Background: an optimization exercise with open tools, aiming at small area, a short achievable clock period and few clock cycles. Do not read the settings as production practice. Only simulation tests tie the RTL to the original design; equivalence was not proved. Power is estimated from default activity; no workload was simulated.

==> design/flow/design.v <==
module divider(
	input wire [31:0] dividend,
	input wire [31:0] divisor,
	input clk,
	input rst,
	input start,
	output wire [31:0] quotient,
	output wire [31:0] remainder,
	output wire busy,
	output wire done
);
	reg [31:0] q;
	reg [31:0] r;
	reg [32:0] dn;        
	wire [32:0] d = ~dn;
	reg running;
	reg done_r;
	assign quotient = q;
	assign remainder = r;
	assign busy = running;
	assign done = done_r;
	function [5:0] lzc;
		input [31:0] x;
		reg [15:0] v1; reg [15:0] c1;
		reg [7:0] v2; reg [15:0] c2;
		reg [3:0] v3; reg [11:0] c3;
		reg [1:0] v4; reg [7:0] c4;
		reg v5; reg [4:0] c5;
		integer k;
		begin
			for (k = 0; k < 16; k = k + 1) begin
				v1[k] = x[2*k+1] | x[2*k];
				c1[k] = ~x[2*k+1];
			end
			for (k = 0; k < 8; k = k + 1) begin
				v2[k] = v1[2*k+1] | v1[2*k];
				c2[2*k+:2] = v1[2*k+1] ? {1'b0, c1[2*k+1]} : {1'b1, c1[2*k]};
			end
			for (k = 0; k < 4; k = k + 1) begin
				v3[k] = v2[2*k+1] | v2[2*k];
				c3[3*k+:3] = v2[2*k+1] ? {1'b0, c2[4*k+2+:2]} : {1'b1, c2[4*k+:2]};
			end
			for (k = 0; k < 2; k = k + 1) begin
				v4[k] = v3[2*k+1] | v3[2*k];
				c4[4*k+:4] = v3[2*k+1] ? {1'b0, c3[6*k+3+:3]} : {1'b1, c3[6*k+:3]};
			end
			v5 = v4[1] | v4[0];
			c5 = v4[1] ? {1'b0, c4[7:4]} : {1'b1, c4[3:0]};
			lzc = v5 ? {1'b0, c5} : 6'd32;
		end
	endfunction
	wire [5:0] za = lzc(dividend);
	wire [5:0] zb = lzc(divisor);
	wire b_zero = (divisor == 32'd0);
	wire b_one = (divisor == 32'd1);
	wire a_less = (za > zb);              
	wire [4:0] sh = zb[4:0] - za[4:0];    
	wire [32:0] s0 = {divisor, 1'b0};
	wire [32:0] s1 = sh[1] ? {s0[30:0], 2'b0} : s0;
	wire [32:0] s2 = sh[2] ? {s1[28:0], 4'b0} : s1;
	wire [32:0] s3 = sh[3] ? {s2[24:0], 8'b0} : s2;
	wire [32:0] s4 = sh[4] ? {s3[16:0], 16'b0} : s3;
	wire [32:0] sa_x = {1'b0, r};
	wire [32:0] sa_y = ~(d);
	wire [32:0] sa_p = sa_x ^ sa_y;
	wire [32:0] sa_g0 = sa_x & sa_y;
	wire sa_G0_0 = sa_g0[0] | (sa_p[0] & 1'b1);
	wire sa_G1_1 = sa_g0[1] | (sa_p[1] & sa_G0_0);
	wire sa_G1_3 = sa_g0[3] | (sa_p[3] & sa_g0[2]);
	wire sa_P1_3 = sa_p[3] & sa_p[2];
	wire sa_G1_5 = sa_g0[5] | (sa_p[5] & sa_g0[4]);
	wire sa_P1_5 = sa_p[5] & sa_p[4];
	wire sa_G1_7 = sa_g0[7] | (sa_p[7] & sa_g0[6]);
	wire sa_P1_7 = sa_p[7] & sa_p[6];
	wire sa_G1_9 = sa_g0[9] | (sa_p[9] & sa_g0[8]);
	wire sa_P1_9 = sa_p[9] & sa_p[8];
	wire sa_G1_11 = sa_g0[11] | (sa_p[11] & sa_g0[10]);
	wire sa_P1_11 = sa_p[11] & sa_p[10];
	wire sa_G1_13 = sa_g0[13] | (sa_p[13] & sa_g0[12]);
	wire sa_P1_13 = sa_p[13] & sa_p[12];
	wire sa_G1_15 = sa_g0[15] | (sa_p[15] & sa_g0[14]);
	wire sa_P1_15 = sa_p[15] & sa_p[14];
	wire sa_G1_17 = sa_g0[17] | (sa_p[17] & sa_g0[16]);
	wire sa_P1_17 = sa_p[17] & sa_p[16];
	wire sa_G1_19 = sa_g0[19] | (sa_p[19] & sa_g0[18]);
	wire sa_P1_19 = sa_p[19] & sa_p[18];
	wire sa_G1_21 = sa_g0[21] | (sa_p[21] & sa_g0[20]);
	wire sa_P1_21 = sa_p[21] & sa_p[20];
	wire sa_G1_23 = sa_g0[23] | (sa_p[23] & sa_g0[22]);
	wire sa_P1_23 = sa_p[23] & sa_p[22];
	wire sa_G1_25 = sa_g0[25] | (sa_p[25] & sa_g0[24]);
	wire sa_P1_25 = sa_p[25] & sa_p[24];
	wire sa_G1_27 = sa_g0[27] | (sa_p[27] & sa_g0[26]);
	wire sa_P1_27 = sa_p[27] & sa_p[26];
	wire sa_G1_29 = sa_g0[29] | (sa_p[29] & sa_g0[28]);
	wire sa_P1_29 = sa_p[29] & sa_p[28];
	wire sa_G1_31 = sa_g0[31] | (sa_p[31] & sa_g0[30]);
	wire sa_P1_31 = sa_p[31] & sa_p[30];
	wire sa_G2_2 = sa_g0[2] | (sa_p[2] & sa_G1_1);
	wire sa_G2_3 = sa_G1_3 | (sa_P1_3 & sa_G1_1);
	wire sa_G2_6 = sa_g0[6] | (sa_p[6] & sa_G1_5);
	wire sa_P2_6 = sa_p[6] & sa_P1_5;
	wire sa_G2_7 = sa_G1_7 | (sa_P1_7 & sa_G1_5);
	wire sa_P2_7 = sa_P1_7 & sa_P1_5;
	wire sa_G2_10 = sa_g0[10] | (sa_p[10] & sa_G1_9);
	wire sa_P2_10 = sa_p[10] & sa_P1_9;
	wire sa_G2_11 = sa_G1_11 | (sa_P1_11 & sa_G1_9);
	wire sa_P2_11 = sa_P1_11 & sa_P1_9;
	wire sa_G2_14 = sa_g0[14] | (sa_p[14] & sa_G1_13);
	wire sa_P2_14 = sa_p[14] & sa_P1_13;
	wire sa_G2_15 = sa_G1_15 | (sa_P1_15 & sa_G1_13);
	wire sa_P2_15 = sa_P1_15 & sa_P1_13;
	wire sa_G2_18 = sa_g0[18] | (sa_p[18] & sa_G1_17);
	wire sa_P2_18 = sa_p[18] & sa_P1_17;
	wire sa_G2_19 = sa_G1_19 | (sa_P1_19 & sa_G1_17);
	wire sa_P2_19 = sa_P1_19 & sa_P1_17;
	wire sa_G2_22 = sa_g0[22] | (sa_p[22] & sa_G1_21);
	wire sa_P2_22 = sa_p[22] & sa_P1_21;
	wire sa_G2_23 = sa_G1_23 | (sa_P1_23 & sa_G1_21);
	wire sa_P2_23 = sa_P1_23 & sa_P1_21;
	wire sa_G2_26 = sa_g0[26] | (sa_p[26] & sa_G1_25);
	wire sa_P2_26 = sa_p[26] & sa_P1_25;
	wire sa_G2_27 = sa_G1_27 | (sa_P1_27 & sa_G1_25);
	wire sa_P2_27 = sa_P1_27 & sa_P1_25;
	wire sa_G2_30 = sa_g0[30] | (sa_p[30] & sa_G1_29);
	wire sa_P2_30 = sa_p[30] & sa_P1_29;
	wire sa_G2_31 = sa_G1_31 | (sa_P1_31 & sa_G1_29);
	wire sa_P2_31 = sa_P1_31 & sa_P1_29;
	wire sa_G3_4 = sa_g0[4] | (sa_p[4] & sa_G2_3);
	wire sa_G3_5 = sa_G1_5 | (sa_P1_5 & sa_G2_3);
	wire sa_G3_6 = sa_G2_6 | (sa_P2_6 & sa_G2_3);
	wire sa_G3_7 = sa_G2_7 | (sa_P2_7 & sa_G2_3);
	wire sa_G3_12 = sa_g0[12] | (sa_p[12] & sa_G2_11);
	wire sa_P3_12 = sa_p[12] & sa_P2_11;
	wire sa_G3_13 = sa_G1_13 | (sa_P1_13 & sa_G2_11);
	wire sa_P3_13 = sa_P1_13 & sa_P2_11;
	wire sa_G3_14 = sa_G2_14 | (sa_P2_14 & sa_G2_11);
	wire sa_P3_14 = sa_P2_14 & sa_P2_11;
	wire sa_G3_15 = sa_G2_15 | (sa_P2_15 & sa_G2_11);
	wire sa_P3_15 = sa_P2_15 & sa_P2_11;
	wire sa_G3_20 = sa_g0[20] | (sa_p[20] & sa_G2_19);
	wire sa_P3_20 = sa_p[20] & sa_P2_19;
	wire sa_G3_21 = sa_G1_21 | (sa_P1_21 & sa_G2_19);
	wire sa_P3_21 = sa_P1_21 & sa_P2_19;
	wire sa_G3_22 = sa_G2_22 | (sa_P2_22 & sa_G2_19);
	wire sa_P3_22 = sa_P2_22 & sa_P2_19;
	wire sa_G3_23 = sa_G2_23 | (sa_P2_23 & sa_G2_19);
	wire sa_P3_23 = sa_P2_23 & sa_P2_19;
	wire sa_G3_28 = sa_g0[28] | (sa_p[28] & sa_G2_27);
	wire sa_P3_28 = sa_p[28] & sa_P2_27;
	wire sa_G3_29 = sa_G1_29 | (sa_P1_29 & sa_G2_27);
	wire sa_P3_29 = sa_P1_29 & sa_P2_27;
	wire sa_G3_30 = sa_G2_30 | (sa_P2_30 & sa_G2_27);
	wire sa_P3_30 = sa_P2_30 & sa_P2_27;
	wire sa_G3_31 = sa_G2_31 | (sa_P2_31 & sa_G2_27);
	wire sa_P3_31 = sa_P2_31 & sa_P2_27;
	wire sa_G4_8 = sa_g0[8] | (sa_p[8] & sa_G3_7);
	wire sa_G4_9 = sa_G1_9 | (sa_P1_9 & sa_G3_7);
	wire sa_G4_10 = sa_G2_10 | (sa_P2_10 & sa_G3_7);
	wire sa_G4_11 = sa_G2_11 | (sa_P2_11 & sa_G3_7);
	wire sa_G4_12 = sa_G3_12 | (sa_P3_12 & sa_G3_7);
	wire sa_G4_13 = sa_G3_13 | (sa_P3_13 & sa_G3_7);
	wire sa_G4_14 = sa_G3_14 | (sa_P3_14 & sa_G3_7);
	wire sa_G4_15 = sa_G3_15 | (sa_P3_15 & sa_G3_7);
	wire sa_G4_24 = sa_g0[24] | (sa_p[24] & sa_G3_23);
	wire sa_P4_24 = sa_p[24] & sa_P3_23;
	wire sa_G4_25 = sa_G1_25 | (sa_P1_25 & sa_G3_23);
	wire sa_P4_25 = sa_P1_25 & sa_P3_23;
	wire sa_G4_26 = sa_G2_26 | (sa_P2_26 & sa_G3_23);
	wire sa_P4_26 = sa_P2_26 & sa_P3_23;
	wire sa_G4_27 = sa_G2_27 | (sa_P2_27 & sa_G3_23);
	wire sa_P4_27 = sa_P2_27 & sa_P3_23;
	wire sa_G4_28 = sa_G3_28 | (sa_P3_28 & sa_G3_23);
	wire sa_P4_28 = sa_P3_28 & sa_P3_23;
	wire sa_G4_29 = sa_G3_29 | (sa_P3_29 & sa_G3_23);
	wire sa_P4_29 = sa_P3_29 & sa_P3_23;
	wire sa_G4_30 = sa_G3_30 | (sa_P3_30 & sa_G3_23);
	wire sa_P4_30 = sa_P3_30 & sa_P3_23;
	wire sa_G4_31 = sa_G3_31 | (sa_P3_31 & sa_G3_23);
	wire sa_P4_31 = sa_P3_31 & sa_P3_23;
	wire sa_G5_16 = sa_g0[16] | (sa_p[16] & sa_G4_15);
	wire sa_G5_17 = sa_G1_17 | (sa_P1_17 & sa_G4_15);
	wire sa_G5_18 = sa_G2_18 | (sa_P2_18 & sa_G4_15);
	wire sa_G5_19 = sa_G2_19 | (sa_P2_19 & sa_G4_15);
	wire sa_G5_20 = sa_G3_20 | (sa_P3_20 & sa_G4_15);
	wire sa_G5_21 = sa_G3_21 | (sa_P3_21 & sa_G4_15);
	wire sa_G5_22 = sa_G3_22 | (sa_P3_22 & sa_G4_15);
	wire sa_G5_23 = sa_G3_23 | (sa_P3_23 & sa_G4_15);
	wire sa_G5_24 = sa_G4_24 | (sa_P4_24 & sa_G4_15);
	wire sa_G5_25 = sa_G4_25 | (sa_P4_25 & sa_G4_15);
	wire sa_G5_26 = sa_G4_26 | (sa_P4_26 & sa_G4_15);
	wire sa_G5_27 = sa_G4_27 | (sa_P4_27 & sa_G4_15);
	wire sa_G5_28 = sa_G4_28 | (sa_P4_28 & sa_G4_15);
	wire sa_G5_29 = sa_G4_29 | (sa_P4_29 & sa_G4_15);
	wire sa_G5_30 = sa_G4_30 | (sa_P4_30 & sa_G4_15);
	wire sa_G5_31 = sa_G4_31 | (sa_P4_31 & sa_G4_15);
	wire sa_G6_32 = sa_g0[32] | (sa_p[32] & sa_G5_31);
	wire [32:0] sa_cv = {sa_G5_31, sa_G5_30, sa_G5_29, sa_G5_28, sa_G5_27, sa_G5_26, sa_G5_25, sa_G5_24, sa_G5_23, sa_G5_22, sa_G5_21, sa_G5_20, sa_G5_19, sa_G5_18, sa_G5_17, sa_G5_16, sa_G4_15, sa_G4_14, sa_G4_13, sa_G4_12, sa_G4_11, sa_G4_10, sa_G4_9, sa_G4_8, sa_G3_7, sa_G3_6, sa_G3_5, sa_G3_4, sa_G2_3, sa_G2_2, sa_G1_1, sa_G0_0, 1'b1};
	wire [32:0] sa_d = sa_p ^ sa_cv;
	wire sa_c = sa_G6_32;
	wire ge1 = sa_c;
	wire [31:0] r1 = ge1 ? sa_d[31:0] : r;
	wire [31:0] sb_x = r1;
	wire [31:0] sb_y = ~(d[32:1]);
	wire [31:0] sb_p = sb_x ^ sb_y;
	wire [31:0] sb_g0 = sb_x & sb_y;
	wire sb_G0_0 = sb_g0[0] | (sb_p[0] & 1'b1);
	wire sb_G1_1 = sb_g0[1] | (sb_p[1] & sb_G0_0);
	wire sb_G1_3 = sb_g0[3] | (sb_p[3] & sb_g0[2]);
	wire sb_P1_3 = sb_p[3] & sb_p[2];
	wire sb_G1_5 = sb_g0[5] | (sb_p[5] & sb_g0[4]);
	wire sb_P1_5 = sb_p[5] & sb_p[4];
	wire sb_G1_7 = sb_g0[7] | (sb_p[7] & sb_g0[6]);
	wire sb_P1_7 = sb_p[7] & sb_p[6];
	wire sb_G1_9 = sb_g0[9] | (sb_p[9] & sb_g0[8]);
	wire sb_P1_9 = sb_p[9] & sb_p[8];
	wire sb_G1_11 = sb_g0[11] | (sb_p[11] & sb_g0[10]);
	wire sb_P1_11 = sb_p[11] & sb_p[10];
	wire sb_G1_13 = sb_g0[13] | (sb_p[13] & sb_g0[12]);
	wire sb_P1_13 = sb_p[13] & sb_p[12];
	wire sb_G1_15 = sb_g0[15] | (sb_p[15] & sb_g0[14]);
	wire sb_P1_15 = sb_p[15] & sb_p[14];
	wire sb_G1_17 = sb_g0[17] | (sb_p[17] & sb_g0[16]);
	wire sb_P1_17 = sb_p[17] & sb_p[16];
	wire sb_G1_19 = sb_g0[19] | (sb_p[19] & sb_g0[18]);
	wire sb_P1_19 = sb_p[19] & sb_p[18];
	wire sb_G1_21 = sb_g0[21] | (sb_p[21] & sb_g0[20]);
	wire sb_P1_21 = sb_p[21] & sb_p[20];
	wire sb_G1_23 = sb_g0[23] | (sb_p[23] & sb_g0[22]);
	wire sb_P1_23 = sb_p[23] & sb_p[22];
	wire sb_G1_25 = sb_g0[25] | (sb_p[25] & sb_g0[24]);
	wire sb_P1_25 = sb_p[25] & sb_p[24];
	wire sb_G1_27 = sb_g0[27] | (sb_p[27] & sb_g0[26]);
	wire sb_P1_27 = sb_p[27] & sb_p[26];
	wire sb_G1_29 = sb_g0[29] | (sb_p[29] & sb_g0[28]);
	wire sb_P1_29 = sb_p[29] & sb_p[28];
	wire sb_G1_31 = sb_g0[31] | (sb_p[31] & sb_g0[30]);
	wire sb_P1_31 = sb_p[31] & sb_p[30];
	wire sb_G2_2 = sb_g0[2] | (sb_p[2] & sb_G1_1);
	wire sb_G2_3 = sb_G1_3 | (sb_P1_3 & sb_G1_1);
	wire sb_G2_6 = sb_g0[6] | (sb_p[6] & sb_G1_5);
	wire sb_P2_6 = sb_p[6] & sb_P1_5;
	wire sb_G2_7 = sb_G1_7 | (sb_P1_7 & sb_G1_5);
	wire sb_P2_7 = sb_P1_7 & sb_P1_5;
	wire sb_G2_10 = sb_g0[10] | (sb_p[10] & sb_G1_9);
	wire sb_P2_10 = sb_p[10] & sb_P1_9;
	wire sb_G2_11 = sb_G1_11 | (sb_P1_11 & sb_G1_9);
	wire sb_P2_11 = sb_P1_11 & sb_P1_9;
	wire sb_G2_14 = sb_g0[14] | (sb_p[14] & sb_G1_13);
	wire sb_P2_14 = sb_p[14] & sb_P1_13;
	wire sb_G2_15 = sb_G1_15 | (sb_P1_15 & sb_G1_13);
	wire sb_P2_15 = sb_P1_15 & sb_P1_13;
	wire sb_G2_18 = sb_g0[18] | (sb_p[18] & sb_G1_17);
	wire sb_P2_18 = sb_p[18] & sb_P1_17;
	wire sb_G2_19 = sb_G1_19 | (sb_P1_19 & sb_G1_17);
	wire sb_P2_19 = sb_P1_19 & sb_P1_17;
	wire sb_G2_22 = sb_g0[22] | (sb_p[22] & sb_G1_21);
	wire sb_P2_22 = sb_p[22] & sb_P1_21;
	wire sb_G2_23 = sb_G1_23 | (sb_P1_23 & sb_G1_21);
	wire sb_P2_23 = sb_P1_23 & sb_P1_21;
	wire sb_G2_26 = sb_g0[26] | (sb_p[26] & sb_G1_25);
	wire sb_P2_26 = sb_p[26] & sb_P1_25;
	wire sb_G2_27 = sb_G1_27 | (sb_P1_27 & sb_G1_25);
	wire sb_P2_27 = sb_P1_27 & sb_P1_25;
	wire sb_G2_30 = sb_g0[30] | (sb_p[30] & sb_G1_29);
	wire sb_P2_30 = sb_p[30] & sb_P1_29;
	wire sb_G2_31 = sb_G1_31 | (sb_P1_31 & sb_G1_29);
	wire sb_P2_31 = sb_P1_31 & sb_P1_29;
	wire sb_G3_4 = sb_g0[4] | (sb_p[4] & sb_G2_3);
	wire sb_G3_5 = sb_G1_5 | (sb_P1_5 & sb_G2_3);
	wire sb_G3_6 = sb_G2_6 | (sb_P2_6 & sb_G2_3);
	wire sb_G3_7 = sb_G2_7 | (sb_P2_7 & sb_G2_3);
	wire sb_G3_12 = sb_g0[12] | (sb_p[12] & sb_G2_11);
	wire sb_P3_12 = sb_p[12] & sb_P2_11;
	wire sb_G3_13 = sb_G1_13 | (sb_P1_13 & sb_G2_11);
	wire sb_P3_13 = sb_P1_13 & sb_P2_11;
	wire sb_G3_14 = sb_G2_14 | (sb_P2_14 & sb_G2_11);
	wire sb_P3_14 = sb_P2_14 & sb_P2_11;
	wire sb_G3_15 = sb_G2_15 | (sb_P2_15 & sb_G2_11);
	wire sb_P3_15 = sb_P2_15 & sb_P2_11;
	wire sb_G3_20 = sb_g0[20] | (sb_p[20] & sb_G2_19);
	wire sb_P3_20 = sb_p[20] & sb_P2_19;
	wire sb_G3_21 = sb_G1_21 | (sb_P1_21 & sb_G2_19);
	wire sb_P3_21 = sb_P1_21 & sb_P2_19;
	wire sb_G3_22 = sb_G2_22 | (sb_P2_22 & sb_G2_19);
	wire sb_P3_22 = sb_P2_22 & sb_P2_19;
	wire sb_G3_23 = sb_G2_23 | (sb_P2_23 & sb_G2_19);
	wire sb_P3_23 = sb_P2_23 & sb_P2_19;
	wire sb_G3_28 = sb_g0[28] | (sb_p[28] & sb_G2_27);
	wire sb_P3_28 = sb_p[28] & sb_P2_27;
	wire sb_G3_29 = sb_G1_29 | (sb_P1_29 & sb_G2_27);
	wire sb_P3_29 = sb_P1_29 & sb_P2_27;
	wire sb_G3_30 = sb_G2_30 | (sb_P2_30 & sb_G2_27);
	wire sb_P3_30 = sb_P2_30 & sb_P2_27;
	wire sb_G3_31 = sb_G2_31 | (sb_P2_31 & sb_G2_27);
	wire sb_P3_31 = sb_P2_31 & sb_P2_27;
	wire sb_G4_8 = sb_g0[8] | (sb_p[8] & sb_G3_7);
	wire sb_G4_9 = sb_G1_9 | (sb_P1_9 & sb_G3_7);
	wire sb_G4_10 = sb_G2_10 | (sb_P2_10 & sb_G3_7);
	wire sb_G4_11 = sb_G2_11 | (sb_P2_11 & sb_G3_7);
	wire sb_G4_12 = sb_G3_12 | (sb_P3_12 & sb_G3_7);
	wire sb_G4_13 = sb_G3_13 | (sb_P3_13 & sb_G3_7);
	wire sb_G4_14 = sb_G3_14 | (sb_P3_14 & sb_G3_7);
	wire sb_G4_15 = sb_G3_15 | (sb_P3_15 & sb_G3_7);
	wire sb_G4_24 = sb_g0[24] | (sb_p[24] & sb_G3_23);
	wire sb_P4_24 = sb_p[24] & sb_P3_23;
	wire sb_G4_25 = sb_G1_25 | (sb_P1_25 & sb_G3_23);
	wire sb_P4_25 = sb_P1_25 & sb_P3_23;
	wire sb_G4_26 = sb_G2_26 | (sb_P2_26 & sb_G3_23);
	wire sb_P4_26 = sb_P2_26 & sb_P3_23;
	wire sb_G4_27 = sb_G2_27 | (sb_P2_27 & sb_G3_23);
	wire sb_P4_27 = sb_P2_27 & sb_P3_23;
	wire sb_G4_28 = sb_G3_28 | (sb_P3_28 & sb_G3_23);
	wire sb_P4_28 = sb_P3_28 & sb_P3_23;
	wire sb_G4_29 = sb_G3_29 | (sb_P3_29 & sb_G3_23);
	wire sb_P4_29 = sb_P3_29 & sb_P3_23;
	wire sb_G4_30 = sb_G3_30 | (sb_P3_30 & sb_G3_23);
	wire sb_P4_30 = sb_P3_30 & sb_P3_23;
	wire sb_G4_31 = sb_G3_31 | (sb_P3_31 & sb_G3_23);
	wire sb_P4_31 = sb_P3_31 & sb_P3_23;
	wire sb_G5_16 = sb_g0[16] | (sb_p[16] & sb_G4_15);
	wire sb_G5_17 = sb_G1_17 | (sb_P1_17 & sb_G4_15);
	wire sb_G5_18 = sb_G2_18 | (sb_P2_18 & sb_G4_15);
	wire sb_G5_19 = sb_G2_19 | (sb_P2_19 & sb_G4_15);
	wire sb_G5_20 = sb_G3_20 | (sb_P3_20 & sb_G4_15);
	wire sb_G5_21 = sb_G3_21 | (sb_P3_21 & sb_G4_15);
	wire sb_G5_22 = sb_G3_22 | (sb_P3_22 & sb_G4_15);
	wire sb_G5_23 = sb_G3_23 | (sb_P3_23 & sb_G4_15);
	wire sb_G5_24 = sb_G4_24 | (sb_P4_24 & sb_G4_15);
	wire sb_G5_25 = sb_G4_25 | (sb_P4_25 & sb_G4_15);
	wire sb_G5_26 = sb_G4_26 | (sb_P4_26 & sb_G4_15);
	wire sb_G5_27 = sb_G4_27 | (sb_P4_27 & sb_G4_15);
	wire sb_G5_28 = sb_G4_28 | (sb_P4_28 & sb_G4_15);
	wire sb_G5_29 = sb_G4_29 | (sb_P4_29 & sb_G4_15);
	wire sb_G5_30 = sb_G4_30 | (sb_P4_30 & sb_G4_15);
	wire sb_G5_31 = sb_G4_31 | (sb_P4_31 & sb_G4_15);
	wire [31:0] sb_cv = {sb_G5_30, sb_G5_29, sb_G5_28, sb_G5_27, sb_G5_26, sb_G5_25, sb_G5_24, sb_G5_23, sb_G5_22, sb_G5_21, sb_G5_20, sb_G5_19, sb_G5_18, sb_G5_17, sb_G5_16, sb_G4_15, sb_G4_14, sb_G4_13, sb_G4_12, sb_G4_11, sb_G4_10, sb_G4_9, sb_G4_8, sb_G3_7, sb_G3_6, sb_G3_5, sb_G3_4, sb_G2_3, sb_G2_2, sb_G1_1, sb_G0_0, 1'b1};
	wire [31:0] sb_d = sb_p ^ sb_cv;
	wire sb_c = sb_G5_31;
	wire ge2 = sb_c;
	wire [31:0] r2 = ge2 ? sb_d : r1;
	always @(posedge clk)
		dn <= running ? {2'b11, dn[32:2]} : ~s4;
	wire trivial = b_zero | b_one | a_less;
	wire [31:0] mark = 32'h40000000 >> {sh[4:1], 1'b0};
	wire acc = ~running & start;
	wire hold = ~running & ~start;
	always @(posedge clk) begin
		r <= ({32{acc}} & dividend & {32{~b_one}}) | ({32{running}} & r2) | ({32{hold}} & r);
		q <= ({32{acc}} & ({32{b_zero}} | (dividend & {32{b_one}}) | (mark & {32{~trivial}})))
			| ({32{running}} & {q[29:0], ge1, ge2}) | ({32{hold}} & q);
	end
	always @(posedge clk) begin
		if (rst) begin
			running <= 1'b0;
			done_r <= 1'b0;
		end
		else if (!running) begin
			if (start) begin
				running <= ~trivial;
				done_r <= trivial;
			end
		end
		else if (q[30]) begin
			running <= 1'b0;
			done_r <= 1'b1;
		end
	end
endmodule
==> design/flow/flow/run.sh <==
#!/bin/bash
set -euo pipefail
export BUFFER_PORTS_ARGS="-buffer_cell sky130_fd_sc_hd__buf_1"
export CTS_ARGS="-sink_clustering_enable -repair_clock_nets -dont_use_dummy_load"
bash standard.sh > standard_flow.log 2>&1
==> design/flow/standard.sh <==
#!/bin/bash
# synth_recipe.tcl (not shown) runs the flow's synth.tcl, then flattens the netlist and writes it again
# the make line also repeats each setting of config.mk as NAME=value (left out here)
make -C /OpenROAD-flow-scripts/flow DESIGN_CONFIG=/design/flow/config.mk WORK_HOME=/design/flow/orfs CLKGATE_MAP_FILE= SYNTH_SCRIPT=/design/flow/synth_recipe.tcl "${@:-finish}"
==> design/flow/config.mk <==
export PLATFORM = sky130hd
export DESIGN_NAME = divider
export DESIGN_NICKNAME = divider
export VERILOG_FILES = /design/flow/design.v
export SDC_FILE = /design/flow/constraint.sdc
export NUM_CORES = 4
export LEC_CHECK = 0
export CAP_MARGIN = 20
export CORE_MARGIN = 2
export CORE_UTILIZATION = 50
export PLACE_DENSITY = 0.6
export SETUP_SLACK_MARGIN = 2.5
export SLEW_MARGIN = 20
==> design/flow/constraint.sdc <==
create_clock -name core_clock -period 8.0 [get_ports {clk}]
set_input_delay 1.6000 -clock core_clock [delete_from_list [all_inputs] [get_ports {clk}]]
set_output_delay 1.6000 -clock core_clock [all_outputs]
set_load 0.01 [all_outputs]
==> qor.yml, run 1 <==
status:
  run_status: "finished clean"
timing:
  rsz0062_at_grt: "true"
  period_share: 0.669
  slew_viol_final: 0
  setup_violations: 0
  fmax_ghz: 0.187
  period_needed_ns: 5.35
  tns_ns: 0
  clock_skew_ns: 0.0194
  hold_ws_ns: 0.493
  maxSlewHeadroom: 0.253
  hold_violations: 0
  worst_pin_slew_ns: 1.12
global_route:
  gr-total-overflow: 0
  grt_antenna_before_repair: 0
  first_global_vias: 8023
  grt_usage: 0.329
  grt_pass1_wl_um: 46700
  grt_start_max_net_pins: 63
synthesis:
  synth_mux_area_frac: 0.0856
  yosys.area_share.simple: 0.163
  synth-edff-count: 0
  yosys.area_share.adder: 0.126
  ys_ff_latch: 99
  synth_top_family_by_area: "compound AO/OA/AOI/OAI gates"
  synthCells: 1103
  ys_types: 73
  ys_warn_count: 1
  synth_ff_type: "dfxtp_1"
  synth_area_leaders: "dfxtp_1, ha_1, a21oi_1, mux2i_1, o21ai_0"
  async_flop_share: 0
  synth_compound_area_frac: 0.303
  synth_area_um2: 8880
  synth_top_cell_area_share: 0.223
  syn_nets: 1253
  synth.avg_cell_area_um2: 8.05
  synth_area_leader_cell: "dfxtp_1"
  seq_area_frac_synth: 0.223
  synth-xor-area-share: 0.0503
floorplan:
  coreArea_um2: 17300
  die_w_um: 137
  die_area_um2: 18800
  pin_count: 133
  die_y_um: 137
  initial_utilization: 0.513
  num_rows: 48
critical_path:
  cp_common_cell: "a211oi_1"
  crit_fanout: 18
  startpoint_type: "primary input"
  crit_required_ns: 8.20
  crit_chain: "buf_1 > nor4_2 > and2_1 > a221oi_1 > o221ai_1 > a211oi_1 > ha_1 > inv_1 > fa_2 > xor2_1 > buf_4 > and2_1 > a211oi_1 > a211oi_1 > a211oi_1 > a21oi_1 > o21ai_0"
  cpLargestDelayFamily: "compound AO/OA/AOI/OAI gates"
  critPathKind: "primary input to flop"
  slowest_delay_ns: 0.50
  path_buf_inv: 3
  worst_path_max_delay_cell: "a211oi_1"
  worstSetupEndpointType: "flop"
  critical_path_arrival_ns: 5.55
drt:
  dr.pass1.iters: 7
  wl_per_cell_um: 21.5
  initialDrtViolationCount: 687
  antenna_left: 0
  viasPerCell: 6.23
  wl_um: 31400
  num_vias: 9082
  drcViolationCount: 0
power_and_ir_drop:
  p_clk_frac: 0.078
  comb_power_share: 0.745
  power.switching_mw: 2.46
  powerDensity_nw_per_um2: 472
  swShare: 0.502
  internal-power_mw: 2.44
  p_seq_frac: 0.177
  p_leak_nw: 4.23
  ir_drop_mv: 0.265
finish:
  area_growth_syn_to_layout_pct: 17.2
  multi_input_area_um2: 6800
  finalNetCount: 1384
  drive_above_1_share: 0.115
  fin_area_um2: 10400
  nFillCells: 1655
  regArea_um2: 2000
  layout_common_cells: "buf_1, a21oi_1, dfxtp_1, nand2_1, o21ai_0"
  final_common_cell: "buf_1"
  antennaDiodeCount: 0
cts:
  cts_num_sinks: 99
  worstSkewPairLatency_ns: 0.36
  cts_tree: "built"
  clk_pin_slew_worst_paths_ns: 0.07
  cts-root-buf: "clkbuf_16"
  clk_path_buf_depth: 2
  cts_made_buffers: 9
  htreeDepth: 3
  cts_hold_buf: 0
placement:
  placement.io_buffers: 132
  dp_hpwl_um: 23800
  place_area_um2: 9590
  place.gp.congestion: 0.949
worst_hold_path:
  hold_path_class: "flop to flop"
flow_run:
  maxCapViolCount: 0
-- metal layers --
| metal | share of wire | wire, um | GRT usage |
|---|---|---|---|
| met5 | 0 | 0 | 0 |
| met2 | 0.44 | 13700 | 0.502 |
| met1 | 0.46 | 14400 | 0.469 |
| met4 | 0.031 | 974 | 0.112 |
| met3 | 0.073 | 2300 | 0.0537 |
-- state kept, by name, indices dropped and copies added (netlist names) --
name,flops
r,32
dn,33
q,32
done_r,1
running,1
-- power by group through the flow --
stage	clock network [mW]	registers (mW)	logic, mW
final	0.384	0.867	3.66
after global routing	0.404	0.884	4.03
after CTS	0.389	0.850	3.31
after detailed placement	0	0.860	3.20
after global placement	0	0.860	3.20
after floorplan	0	0.819	2.43
-- synthesized netlist by cell type (7+ instances only) --
| library cell | count |
|---|---|
| a22o_1 | 12 |
| a222oi_1 | 7 |
| a221o_1 | 26 |
| nor3_1 | 8 |
| a22oi_1 | 13 |
| nand3_1 | 20 |
| o211ai_1 | 8 |
| nor2_1 | 66 |
| nor4_1 | 13 |
| ha_1 | 72 |
| xnor2_1 | 27 |
| nor2b_1 | 18 |
| mux2_2 | 11 |
| o31ai_1 | 8 |
| fa_1 | 11 |
| o21ai_0 | 92 |
| inv_1 | 50 |
| a21oi_1 | 101 |
| mux2i_1 | 50 |
| nand2b_1 | 40 |
| a211oi_1 | 20 |
| buf_1 | 7 |
| dfxtp_1 | 99 |
| a21o_1 | 24 |
| nand2_1 | 90 |
| clkbuf_1 | 44 |
| a221oi_1 | 16 |
| xor2_1 | 24 |
| o21ai_1 | 10 |
| nand4_1 | 9 |
-- worst paths after layout --
| path | start | slack (ns) | cells past startpoint | end |
|---|---|---|---|---|
| max | dividend[15] | 2.65 | 17 | dn[29]$_DFF_P_ |
| min reg2reg | dn[11]$_DFF_P_ | 0.49 | 2 | dn[9]$_DFF_P_ |
| max reg2reg | r[0]$_DFF_P_ | 2.67 | 23 | r[11]$_DFF_P_ |
| min | dn[11]$_DFF_P_ | 0.49 | 2 | dn[9]$_DFF_P_ |
-- layout make-up --
cell class              count  area share
inverters                  50      0.0180
well taps                 225      0.0271
multi-input cells         896       0.654
flip-flops and latches     99       0.192
clock buffers               9      0.0217
repair buffers            178      0.0873
-- worst reg2reg max path, stage by stage, from the launching register on --
cell	delay (ns)
dfxtp_4	0.37
inv_1	0.05
ha_1	0.20
fa_2	0.37
nand2b_4	0.17
a211oi_4	0.29
o21ai_4	0.12
a211oi_4	0.32
a211oi_4	0.12
a21oi_4	0.19
buf_12	0.17
mux2_2	0.37
ha_1	0.37
nand2_1	0.15
a2111oi_4	0.32
o311ai_2	0.16
o211ai_1	0.12
buf_4	0.18
nand3_2	0.13
a21oi_4	0.24
nor3_4	0.08
buf_4	0.17
a222oi_1	0.33
o21ai_1	0.19
-- stage by stage --
step | util | instances | total power, mW | worst slack (ns)
after detailed placement | 0.554 | 1418 | 4.06 | 1.78
after global placement | 0.554 | 1418 | 4.06 | 1.64
final | 0.601 | 1457 | 4.91 | 2.65
after floorplan | - | 1103 | 3.24 | 2.68
after CTS | 0.576 | 1437 | 4.55 | 2.50
after global routing | 0.601 | 1457 | 5.32 | 2.32
-- repair_timing --
| action | 4_1_cts | 5_1_grt |
|---|---|---|
| gates resized for setup | 14 | 68 |
| setup endpoints to repair | 63 | 67 |
| setup buffers | 10 | 20 |
| pin swaps | 7 | 23 |
-- cells by family (layout without fill, tap and decap cells) --
group,after synthesis,in the layout
AOI/OAI and AO/OA,399,399
xor gates and xnor gates,51,51
adders and majority gates,83,83
buffers and inverters,108,237
DFF,99,99
muxes,69,69
and+or+nand+nor,294,294
Testbench counts, summed over its fixed seeds: cycles 5,255.
==> run 2: changes to the inputs <==
--- a/design/flow/config.mk
+++ b/design/flow/config.mk
@@ -8,6 +8,6 @@
 export CAP_MARGIN = 20
 export CORE_MARGIN = 2
 export CORE_UTILIZATION = 50
-export PLACE_DENSITY = 0.6
+export PLACE_DENSITY = 0.7
 export SETUP_SLACK_MARGIN = 2.5
 export SLEW_MARGIN = 20
==> qor.yml, run 2 <==
status:
  run_status: "finished clean"
drt:
  dr_wl_met3_um: 2480
  dr.pass1.iters: 5
  drcViolationCount: 0
  viasPerCell: 6.39
  wl_per_cell_um: 21.1
  wl_um: 30800
  initialDrtViolationCount: 871
  dr.max_layer_used: "met4"
  met2_length_um: 13700
  wl_met1_um: 13200
  num_vias: 9330
  antenna_left: 0
floorplan:
  die_y_um: 137
  die_w_um: 137
  coreArea_um2: 17300
  die_area_um2: 18800
  pin_count: 133
  num_rows: 48
  initial_utilization: 0.513
global_route:
  first_global_vias: 8350
  grt_pass1_wl_um: 46200
  grt_start_max_net_pins: 67
  grt_antenna_before_repair: 0
  grt_usage: 0.321
  gr-total-overflow: 0
timing:
  clock_skew_ns: 0.0149
  worst_pin_slew_ns: 1.10
  maxSlewHeadroom: 0.267
  tns_ns: 0
  setup_violations: 0
  hold_ws_ns: 0.500
  period_needed_ns: 5.40
  rsz0062_at_grt: "false"
  fmax_ghz: 0.185
  hold_violations: 0
  period_share: 0.675
  slew_viol_final: 0
finish:
  final_util: 0.606
  finalNetCount: 1388
  largest_register_ffs: 33
  area_growth_syn_to_layout_pct: 18.0
  drive_above_1_share: 0.121
  reg_top3: "dn: 33 flops, q: 32 flops, r: 32 flops"
  nFillCells: 1556
  layout_common_cells: "buf_1, a21oi_1, dfxtp_1, nand2_1, o21ai_0"
  antennaDiodeCount: 0
  final_common_cell: "buf_1"
  largest-register: "dn"
critical_path:
  reg2reg_depth: 23
  crit_required_ns: 8.21
  worstSetupEndpointType: "flop"
  critPathKind: "primary input to flop"
  r2r-start: "dn[13]$_DFF_P_"
  crit_fanout: 8
  startpoint_type: "primary input"
  crit-reg2reg-capture: "r[26]$_DFF_P_"
  rrSetupSlack_ns: 2.68
  critical_path_arrival_ns: 5.61
synthesis:
  synth_area_leader_cell: "dfxtp_1"
  ys_ff_latch: 99
  synthCells: 1103
  synthTopCellsByCount: "a21oi_1, dfxtp_1, o21ai_0"
  ys_warn_count: 1
  syn_nets: 1253
  seq_area_frac_synth: 0.223
  synth_top_cell_area_share: 0.223
  synth_ff_type: "dfxtp_1"
  synth_area_leaders: "dfxtp_1, ha_1, a21oi_1, mux2i_1, o21ai_0"
  synth.avg_cell_area_um2: 8.05
  async_flop_share: 0
  ys_types: 73
  synth-edff-count: 0
  synth.most_common_cell: "a21oi_1"
  synth_area_um2: 8880
worst_hold_path:
  min_from: "done_r$_SDFFE_PP0P_"
  hold_path_class: "flop to flop"
  holdPathEnd: "done_r$_SDFFE_PP0P_"
  min_path_cells: 2
power_and_ir_drop:
  powerDensity_nw_per_um2: 466
  ir_drop_mv: 0.260
  total_power_mw: 4.88
  p_leak_nw: 4.25
cts:
  cts-root-buf: "clkbuf_16"
  clk_path_buf_depth: 2
  cts_num_sinks: 99
  cts_made_buffers: 9
  clk_pin_slew_worst_paths_ns: 0.07
  htreeDepth: 3
  cts_hold_buf: 0
  cts_tree: "built"
  worstSkewPairLatency_ns: 0.35
placement:
  place.gp.congestion: 0.963
  dp_hpwl_um: 22900
  placement.io_buffers: 132
flow_run:
  maxCapViolCount: 0
run 2: where the power goes:
part	switching, mW	internal, mW
clock	0.181	0.199
sequential	0.234	0.648
combinational	2.02	1.60
run 2: how the worst max path moves through the flow:
| stage | start | to | cells after the start |
|---|---|---|---|
| after floorplan | divisor[12] | dn[29]$_DFF_P_ | 18 |
| after global placement | r[0]$_DFF_P_ | r[21]$_DFF_P_ | 21 |
| after detailed placement | dn[9]$_DFF_P_ | r[22]$_DFF_P_ | 22 |
| after CTS | r[0]$_DFF_P_ | r[28]$_DFF_P_ | 21 |
| after global routing | dn[5]$_DFF_P_ | r[26]$_DFF_P_ | 23 |
| final | dividend[9] | dn[17]$_DFF_P_ | 16 |
run 2: repair_timing:
item	in CTS	in global routing
pin swaps	12	23
cloned	0	1
setup buffers	12	20
gates resized for setup	23	52
setup endpoints to repair	56	65
run 2: cell families after synthesis:
logic type | share of synthesized area
AND/OR/NAND/NOR | 0.163
buffers and inverters | 0.0484
XOR/XNOR | 0.0503
AO/OA/AOI/OAI | 0.303
adder cells (fa/ha/maj) | 0.126
flip-flops | 0.223
multiplexers | 0.0856
run 2: critical path: stages:
cell	delay [ns]
buf_1	0.42
nor4_1	0.11
and2_1	0.20
a221oi_1	0.32
o221ai_1	0.18
a211oi_1	0.50
ha_1	0.23
inv_1	0.07
fa_2	0.46
a21o_1	0.19
a21oi_1	0.27
xnor2_2	0.15
nor2b_2	0.42
nand3_1	0.12
o21ai_1	0.23
o21ai_0	0.12
run 2: layer usage:
metal	up-vias	global-route usage
met5	-	0
met4	0	0.147
met3	80	0.0545
met2	435	0.495
met1	4427	0.437
li1	4388	-
run 2: final cells by class:
cell class                 instances  area [um2]  share of cell area
timing repair buffer             181         937              0.0894
multi-input combinational        897        6850               0.654
inverter                          50         188              0.0179
clock buffer                       9         225              0.0215
tap                              225         282              0.0269
sequential                        99        1990               0.190
run 2: per-stage QoR:
step	instances	setup WS, ns	cell area (um2)
floorplan	1103	2.68	8880
global placement	1419	1.47	9590
detailed placement	1419	1.59	9600
CTS	1440	2.50	10100
global route	1461	2.48	10500
finish	1461	2.60	10500
==> run 3: changes to the inputs <==
--- a/design/flow/design.v
+++ b/design/flow/design.v
@@ -52,7 +52,6 @@
 	wire [5:0] za = lzc(dividend);
 	wire [5:0] zb = lzc(divisor);
 	wire b_zero = (divisor == 32'd0);
-	wire b_one = (divisor == 32'd1);
 	wire a_less = (za > zb);              
 	wire [4:0] sh = zb[4:0] - za[4:0];    
 	wire [32:0] s0 = {divisor, 1'b0};
@@ -341,13 +340,13 @@
 	wire [31:0] r2 = ge2 ? sb_d : r1;
 	always @(posedge clk)
 		dn <= running ? {2'b11, dn[32:2]} : ~s4;
-	wire trivial = b_zero | b_one | a_less;
+	wire trivial = b_zero | a_less;
 	wire [31:0] mark = 32'h40000000 >> {sh[4:1], 1'b0};
 	wire acc = ~running & start;
 	wire hold = ~running & ~start;
 	always @(posedge clk) begin
-		r <= ({32{acc}} & dividend & {32{~b_one}}) | ({32{running}} & r2) | ({32{hold}} & r);
-		q <= ({32{acc}} & ({32{b_zero}} | (dividend & {32{b_one}}) | (mark & {32{~trivial}})))
+		r <= ({32{acc}} & dividend) | ({32{running}} & r2) | ({32{hold}} & r);
+		q <= ({32{acc}} & ({32{b_zero}} | (mark & {32{~trivial}})))
 			| ({32{running}} & {q[29:0], ge1, ge2}) | ({32{hold}} & q);
 	end
 	always @(posedge clk) begin
--- a/design/flow/config.mk
+++ b/design/flow/config.mk
@@ -8,6 +8,6 @@
 export CAP_MARGIN = 20
 export CORE_MARGIN = 2
 export CORE_UTILIZATION = 50
-export PLACE_DENSITY = 0.7
+export PLACE_DENSITY = 0.6
 export SETUP_SLACK_MARGIN = 2.5
 export SLEW_MARGIN = 20
==> qor.yml, run 3 <==
finish:
  reg_top3: "dn: 33 flops, q: 32 flops, r: 32 flops"
  final_common_cell: "buf_1"
  multi_input_area_um2: 6870
  drive_above_1_share: 0.0901
  largest-register: "dn"
  area_growth_syn_to_layout_pct: 13.2
  antennaDiodeCount: 0
  layout_common_cells: "buf_1, nand2_1, a21oi_1, dfxtp_1, nor2_1"
  finalNetCount: 1428
  largest_register_ffs: 33
  nFillCells: 1725
  regArea_um2: 1990
synthesis:
  synth_area_um2: 9130
  synth.most_common_cell: "nand2_1"
  syn_nets: 1321
  synth_area_leader_cell: "dfxtp_1"
  seq_area_frac_synth: 0.217
  synth_area_leaders: "dfxtp_1, ha_1, mux2i_1, a21oi_1, nand2_1"
  synthCells: 1171
  synth_ff_type: "dfxtp_1"
  synth.avg_cell_area_um2: 7.79
  ys_types: 75
  synth_top_cell_area_share: 0.217
  ys_warn_count: 1
  ys_ff_latch: 99
  synth-edff-count: 0
  synthTopCellsByCount: "nand2_1, a21oi_1, dfxtp_1, nor2_1, ha_1"
  async_flop_share: 0
timing:
  worst_pin_slew_ns: 0.712
  period_needed_ns: 5.29
  tns_ns: 0
  hold_violations: 0
  maxSlewHeadroom: 0.525
  fmax_ghz: 0.189
  slew_viol_final: 0
  rsz0062_at_grt: "true"
  clock_skew_ns: 0.0239
  period_share: 0.662
  setup_violations: 0
  setup_ws_ns: 2.71
critical_path:
  crit_required_ns: 8.21
  startpoint_type: "primary input"
  path_buf_inv: 3
  r2r-start: "r[0]$_DFF_P_"
  rrSetupSlack_ns: 2.72
  reg2reg_depth: 21
  worstSetupEndpointType: "flop"
  cpLargestDelayFamily: "compound AO/OA/AOI/OAI gates"
  crit_chain: "buf_1 > nor4_1 > and2_1 > nand4_1 > a41oi_1 > inv_1 > fa_4 > a21o_1 > a21oi_1 > xnor2_2 > buf_6 > nand2_1 > o32ai_1 > o21ai_0"
  critical_path_arrival_ns: 5.50
  crit_fanout: 35
  critPathKind: "primary input to flop"
  slowest_delay_ns: 0.57
  worst_path_max_delay_cell: "fa_4"
  crit-reg2reg-capture: "r[5]$_DFF_P_"
floorplan:
  initial_utilization: 0.508
  coreArea_um2: 18000
  die_y_um: 139
  die_w_um: 139
  die_area_um2: 19300
  pin_count: 133
  num_rows: 49
cts:
  clk_pin_slew_worst_paths_ns: 0.07
  worstSkewPairLatency_ns: 0.36
  cts_num_sinks: 99
  clk_path_buf_depth: 2
  cts_made_buffers: 9
  cts-root-buf: "clkbuf_16"
  htreeDepth: 3
  cts_tree: "built"
  cts_hold_buf: 0
power_and_ir_drop:
  p_leak_nw: 4.22
  powerDensity_nw_per_um2: 510
  ir_drop_mv: 0.252
drt:
  drcViolationCount: 0
  wl_um: 29400
  dr.pass1.iters: 5
  num_vias: 9172
  antenna_left: 0
  viasPerCell: 6.09
  wl_per_cell_um: 19.5
  initialDrtViolationCount: 614
placement:
  dpl_worst_slack_ns: 1.53
  place.gp.congestion: 0.939
  placement.io_buffers: 132
  dp_hpwl_um: 22000
worst_hold_path:
  hold_path_class: "flop to flop"
  holdPathEnd: "done_r$_SDFFE_PP0P_"
  min_path_cells: 2
  min_from: "done_r$_SDFFE_PP0P_"
global_route:
  gr-total-overflow: 0
  grt_usage: 0.296
  grt_start_max_net_pins: 69
  grt_antenna_before_repair: 0
  grt_pass1_wl_um: 45800
  first_global_vias: 8424
status:
  run_status: "finished clean"
flow_run:
  maxCapViolCount: 0
==> run 3: changes by cell type after synthesis, moves of 12 or more <==
cell      previous run  this run
a211oi_1            20        45
nor2b_1             18        31
nand2b_1            40        11
o21ai_0             92        62
nand2_1             90       125
a31oi_1              6        18
nor2_1              66        99
o41ai_1              0        12
a21oi_1            101       117
a221o_1             26         2
a22oi_1             13         1
nor3_1               8        21
==> run 3: timing repair <==
item | CTS | global route
setup buffers | 4 | 8
gates resized for setup | 15 | 33
gates cloned | 0 | 2
pin swaps | 2 | 9
setup endpoints to repair | 35 | 65
==> run 3: metal layers <==
layer	track usage	routed length [um]	vias to the layer above
li1	-	-	4533
met1	0.420	13800	4231
met2	0.469	13000	345
met3	0.0314	1600	63
met4	0.102	944	0
met5	0	0	-
==> run 3: where the power goes <==
part / leakage, nW / switching (mW) / internal [mW]
combinational: 3.29 / 2.29 / 1.74
sequential: 0.822 / 0.202 / 0.649
clock: 0.111 / 0.183 / 0.199
==> run 3: cells by family (layout without fill, tap and decap cells) <==
logic type	count (synthesis)	in the layout	share of synthesized area
AO/OA/AOI/OAI	397	397	0.288
XOR/XNOR	42	42	0.0403
adder cells (fa/ha/maj)	83	83	0.123
buffers and inverters	110	215	0.0511
flip-flops	99	99	0.217
multiplexers	86	86	0.102
AND/OR/NAND/NOR	354	354	0.178
==> run 3: area by class of cell <==
class,instances,area share
clock buffer,9,0.0218
multi-input combinational,962,0.665
sequential,99,0.192
inverter,46,0.0167
tap,229,0.0277
timing repair buffer,160,0.0758
==> run 3: worst max-delay path by stage <==
stage | startpoint | to | slack, ns | cells past startpoint
6_report | divisor[13] | dn[20]$_DFF_P_ | 2.71 | 14
4_1_cts | r[0]$_DFF_P_ | r[12]$_DFF_P_ | 2.50 | 22
3_5_place_dp | r[0]$_DFF_P_ | q[0]$_DFF_P_ | 1.53 | 20
2_1_floorplan | r[0]$_DFF_P_ | r[29]$_DFF_P_ | 2.90 | 25
5_1_grt | dividend[2] | dn[19]$_DFF_P_ | 2.49 | 19
3_3_place_gp | r[0]$_DFF_P_ | q[0]$_DFF_P_ | 1.68 | 20
==> run 3: metrics by stage <==
step / hold slack (ns) / util / power [mW] / instance area, um2 / instances
after floorplan: 0.449 / - / 3.67 / 9130 / 1171
after global placement: 0.457 / 0.543 / 4.52 / 9760 / 1482
after detailed placement: 0.467 / 0.543 / 4.50 / 9760 / 1482
after CTS: 0.483 / 0.562 / 5.00 / 10100 / 1495
after global routing: 0.493 / 0.575 / 5.70 / 10300 / 1505
final: 0.476 / 0.575 / 5.26 / 10300 / 1505
==> run 3: worst min-delay path, delay by kind of cell (launching register included) <==
| family | cells | cell delay [ns] |
|---|---|---|
| buf+inv | 1 | 0.05 |
| flops | 1 | 0.32 |
| compound gates | 1 | 0.07 |
Testbench counts of run 3, summed over its fixed seeds: cycles 6,289.
==> run 4: changes to the inputs <==
--- a/design/flow/design.v
+++ b/design/flow/design.v
@@ -11,8 +11,7 @@
 );
 	reg [31:0] q;
 	reg [31:0] r;
-	reg [32:0] dn;        
-	wire [32:0] d = ~dn;
+	reg [32:0] d;
 	reg running;
 	reg done_r;
 	assign quotient = q;
@@ -58,7 +57,6 @@
 	wire [32:0] s1 = sh[1] ? {s0[30:0], 2'b0} : s0;
 	wire [32:0] s2 = sh[2] ? {s1[28:0], 4'b0} : s1;
 	wire [32:0] s3 = sh[3] ? {s2[24:0], 8'b0} : s2;
-	wire [32:0] s4 = sh[4] ? {s3[16:0], 16'b0} : s3;
 	wire [32:0] sa_x = {1'b0, r};
 	wire [32:0] sa_y = ~(d);
 	wire [32:0] sa_p = sa_x ^ sa_y;
@@ -339,7 +337,9 @@
 	wire ge2 = sb_c;
 	wire [31:0] r2 = ge2 ? sb_d : r1;
 	always @(posedge clk)
-		dn <= running ? {2'b11, dn[32:2]} : ~s4;
+		d <= ({33{running}} & (d >> 2))
+			| ({33{~running & sh[4]}} & {s3[16:0], 16'b0})
+			| ({33{~running & ~sh[4]}} & s3);
 	wire trivial = b_zero | a_less;
 	wire [31:0] mark = 32'h40000000 >> {sh[4:1], 1'b0};
 	wire acc = ~running & start;
==> design/flow/flow/run.sh (replaced) <==
#!/bin/bash
set -euo pipefail
export BUFFER_PORTS_ARGS="-buffer_cell sky130_fd_sc_hd__buf_1"
bash standard.sh > standard_flow.log 2>&1
--- a/design/flow/config.mk
+++ b/design/flow/config.mk
@@ -7,7 +7,7 @@
 export LEC_CHECK = 0
 export CAP_MARGIN = 20
 export CORE_MARGIN = 2
-export CORE_UTILIZATION = 50
+export CORE_UTILIZATION = 40
 export PLACE_DENSITY = 0.6
 export SETUP_SLACK_MARGIN = 2.5
 export SLEW_MARGIN = 20
==> qor.yml, run 4 <==
synthesis:
  synth-edff-count: 0
  synth.avg_cell_area_um2: 7.72
  synth_ff_type: "dfxtp_1"
  ys_warn_count: 1
  synth_area_leader_cell: "dfxtp_1"
  ys_ff_latch: 99
  seq_area_frac_synth: 0.215
  synth_area_um2: 9220
  synth_area_leaders: "dfxtp_1, ha_1, mux2i_1, a21oi_1, a211oi_1"
  ys_types: 73
  syn_nets: 1344
  synthCells: 1194
  synthTopCellsByCount: "a21oi_1, dfxtp_1, nand2_1, nor2_1, ha_1"
  synth_top_cell_area_share: 0.215
  async_flop_share: 0
  synth.most_common_cell: "a21oi_1"
placement:
  place.gp.congestion: 0.976
  dp_hpwl_um: 23700
  placement.io_buffers: 132
cts:
  worstSkewPairLatency_ns: 0.36
  cts_num_sinks: 99
  cts_hold_buf: 0
  cts_made_buffers: 9
  cts-root-buf: "clkbuf_16"
  cts_tree: "built"
  clk_path_buf_depth: 2
  htreeDepth: 3
  clk_pin_slew_worst_paths_ns: 0.09
critical_path:
  critical_path_arrival_ns: 5.56
  r2r-start: "r[0]$_DFF_P_"
  crit_required_ns: 8.25
  cpLargestDelayFamily: "compound AO/OA/AOI/OAI gates"
  crit_fanout: 24
  worst_path_max_delay_cell: "fa_1"
  rrSetupSlack_ns: 2.68
  worstSetupEndpointType: "flop"
  reg2reg_depth: 20
  path_buf_inv: 3
  crit-reg2reg-capture: "r[14]$_DFF_P_"
  startpoint_type: "flop"
  crit_chain: "inv_1 > ha_1 > inv_1 > fa_1 > a211oi_2 > o211ai_2 > a211o_1 > a311o_1 > a32o_1 > mux2_2 > ha_1 > nand2_1 > o21ai_1 > a211oi_2 > or2_2 > a21oi_4 > o311a_4 > buf_12 > nor2_2 > a311o_1"
  slowest_delay_ns: 0.43
  critPathKind: "flop to flop"
finish:
  largest_register_ffs: 33
  multi_input_area_um2: 7010
  area_growth_syn_to_layout_pct: 16.7
  layout_common_cells: "buf_1, a21oi_1, dfxtp_1, nor2_1, nand2_1"
  largest-register: "d"
  drive_above_1_share: 0.0965
  final_common_cell: "buf_1"
  nFillCells: 2289
  reg_top3: "d: 33 flops, q: 32 flops, r: 32 flops"
  antennaDiodeCount: 0
  finalNetCount: 1461
  regArea_um2: 1990
floorplan:
  num_rows: 55
  coreArea_um2: 22600
  die_y_um: 156
  initial_utilization: 0.407
  pin_count: 133
  die_area_um2: 24300
  die_w_um: 156
worst_hold_path:
  holdPathEnd: "q[5]$_DFF_P_"
  hold_path_class: "flop to flop"
  min_path_cells: 2
  min_from: "q[3]$_DFF_P_"
timing:
  clock_skew_ns: 0.0150
  worst_pin_slew_ns: 1.11
  rsz0062_at_grt: "false"
  period_needed_ns: 5.32
  maxSlewHeadroom: 0.260
  hold_violations: 0
  tns_ns: 0
  fmax_ghz: 0.188
  period_share: 0.665
  setup_violations: 0
  slew_viol_final: 0
global_route:
  grt_pass1_wl_um: 49100
  grt_usage: 0.255
  first_global_vias: 8855
  grt_start_max_net_pins: 94
  grt_antenna_before_repair: 0
  gr-total-overflow: 0
drt:
  antenna_left: 0
  met2_length_um: 14100
  viasPerCell: 6.05
  wl_per_cell_um: 19.7
  wl_um: 31600
  wl_met1_um: 14600
  initialDrtViolationCount: 804
  dr_wl_met3_um: 1960
  num_vias: 9693
  dr.max_layer_used: "met4"
  dr.pass1.iters: 6
  drcViolationCount: 0
status:
  run_status: "finished clean"
flow_run:
  maxCapViolCount: 0
power_and_ir_drop:
  powerDensity_nw_per_um2: 516
  total_power_mw: 5.55
  p_leak_nw: 4.29
  ir_drop_mv: 0.254
## run 4: cell types whose count changed in the layout (fill, tap and decap cells not counted), sizes merged, moves of 8 or more
cell	previous run	this run
o221ai	6	20
nand2	125	92
mux2	24	12
a21oi	120	107
nor2	99	91
inv	45	73
nand3	13	39
buf	157	167
o41ai	12	1
## run 4: worst register-to-register path, stage by stage (launching register included)
cell and delay (ns):
dfxtp_1 0.31, inv_1 0.10, ha_1 0.16, inv_1 0.05, fa_1 0.43, a211oi_2 0.36
o211ai_2 0.23, a211o_1 0.36, a311o_1 0.32, a32o_1 0.22, mux2_2 0.28, ha_1 0.34
nand2_1 0.10, o21ai_1 0.26, a211oi_2 0.15, or2_2 0.35, a21oi_4 0.24, o311a_4 0.26
buf_12 0.18, nor2_2 0.13, a311o_1 0.37
## run 4: how the worst max path moves through the flow
stage                          endpoint  depth (start not counted)          from  slack, ns
final                     r[14]$_DFF_P_                         20  r[0]$_DFF_P_       2.68
after global routing      r[28]$_DFF_P_                         20  r[0]$_DFF_P_       2.48
after CTS                 r[21]$_DFF_P_                         22  r[0]$_DFF_P_       2.50
after detailed placement  d[29]$_DFF_P_                         18  dividend[10]       1.48
after global placement    d[29]$_DFF_P_                         18  dividend[10]       1.48
after floorplan           d[25]$_DFF_P_                         16   divisor[24]       2.71
## run 4: cell type report
class | instances | area share
Clock inverter | 7 | 0.00849
Sequential cell | 99 | 0.185
Multi-Input combinational cell | 961 | 0.651
Timing Repair Buffer | 168 | 0.0765
Tap cell | 285 | 0.0331
Clock buffer | 9 | 0.0209
Inverter | 72 | 0.0251
## run 4: kinds of logic (layout without fill, tap and decap cells)
group                      after synthesis  in the layout  synth area share
muxes                                   67             67            0.0744
AOI/OAI and AO/OA                      423            423             0.313
DFF                                     99             99             0.215
adders and majority gates               83             83             0.122
buffers and inverters                  136            256            0.0597
and+or+nand+nor                        349            349             0.181
xor gates and xnor gates                37             39            0.0351
## run 4: repair_timing
item / 4_1_cts / 5_1_grt
pin swaps: 5 / 11
setup endpoints to repair: 61 / 73
resized for setup: 22 / 30
gates cloned: 0 / 2
buffers inserted: 5 / 17
## run 4: metal layers
layer  track usage  vias to the layer above
met5             0                        -
met4        0.0852                        0
met3        0.0331                       52
met2         0.403                      339
met1         0.359                     4601
li1              -                     4701
## run 4: power breakdown
group	total, mW	internal (mW)	switching [mW]
sequential	0.790	0.646	0.144
combinational	4.30	1.74	2.56
clock	0.460	0.225	0.235
total	5.55	2.62	2.94
## run 4: stage by stage
step	util	hold slack, ns	area, um2	setup slack (ns)	cells
2_1_floorplan	-	0.463	9220	2.71	1194
3_3_place_gp	0.439	0.463	9940	1.48	1561
3_5_place_dp	0.439	0.461	9940	1.48	1561
4_1_cts	0.461	0.471	10400	2.50	1582
5_1_grt	0.475	0.491	10800	2.48	1601
6_report	0.475	0.465	10800	2.68	1601
Testbench counts of run 4, summed over its fixed seeds: cycles 6,289.

[what the ideal ports hide]
The flow's constraints put no driver on any port. The routed layouts listed below were extracted and timed again, unchanged, in two steps. Step 1, drivers: a clkbuf_16 drives clk and a buf_2 each remaining input, both assumed. Step 2 also shifts input and output timing later by t, the mid clock arrival at the registers, as if the neighbouring blocks saw the same clock. Three values: ideal, step 1, step 2; two values: the first two.
run | shift t [ns] | setup WS [ns] | clock arrival spread, ns | slew at the worst register clock pin (ns) | worst data-port slew with drivers (ns)
run 1 | 0.394 | 2.646 / 2.663 / 2.269 | 0.022 / 0.022 | 0.08 / 0.08 | 0.05
run 2 | 0.394 | 2.600 / 2.624 / 2.231 | 0.019 / 0.019 | 0.07 / 0.07 | 0.05
run 3 | 0.396 | 2.707 / 2.717 / 2.337 | 0.027 / 0.028 | 0.08 / 0.08 | 0.04
run 4 | 0.403 | 2.682 / 2.682 / 2.349 | 0.018 / 0.018 | 0.09 / 0.09 | 0.04
After both steps setup and hold are still met in every run listed. For run 1, which loses most, drivers alone change the setup slack by +0.017 ns; drivers and shift together by -0.377 ns.
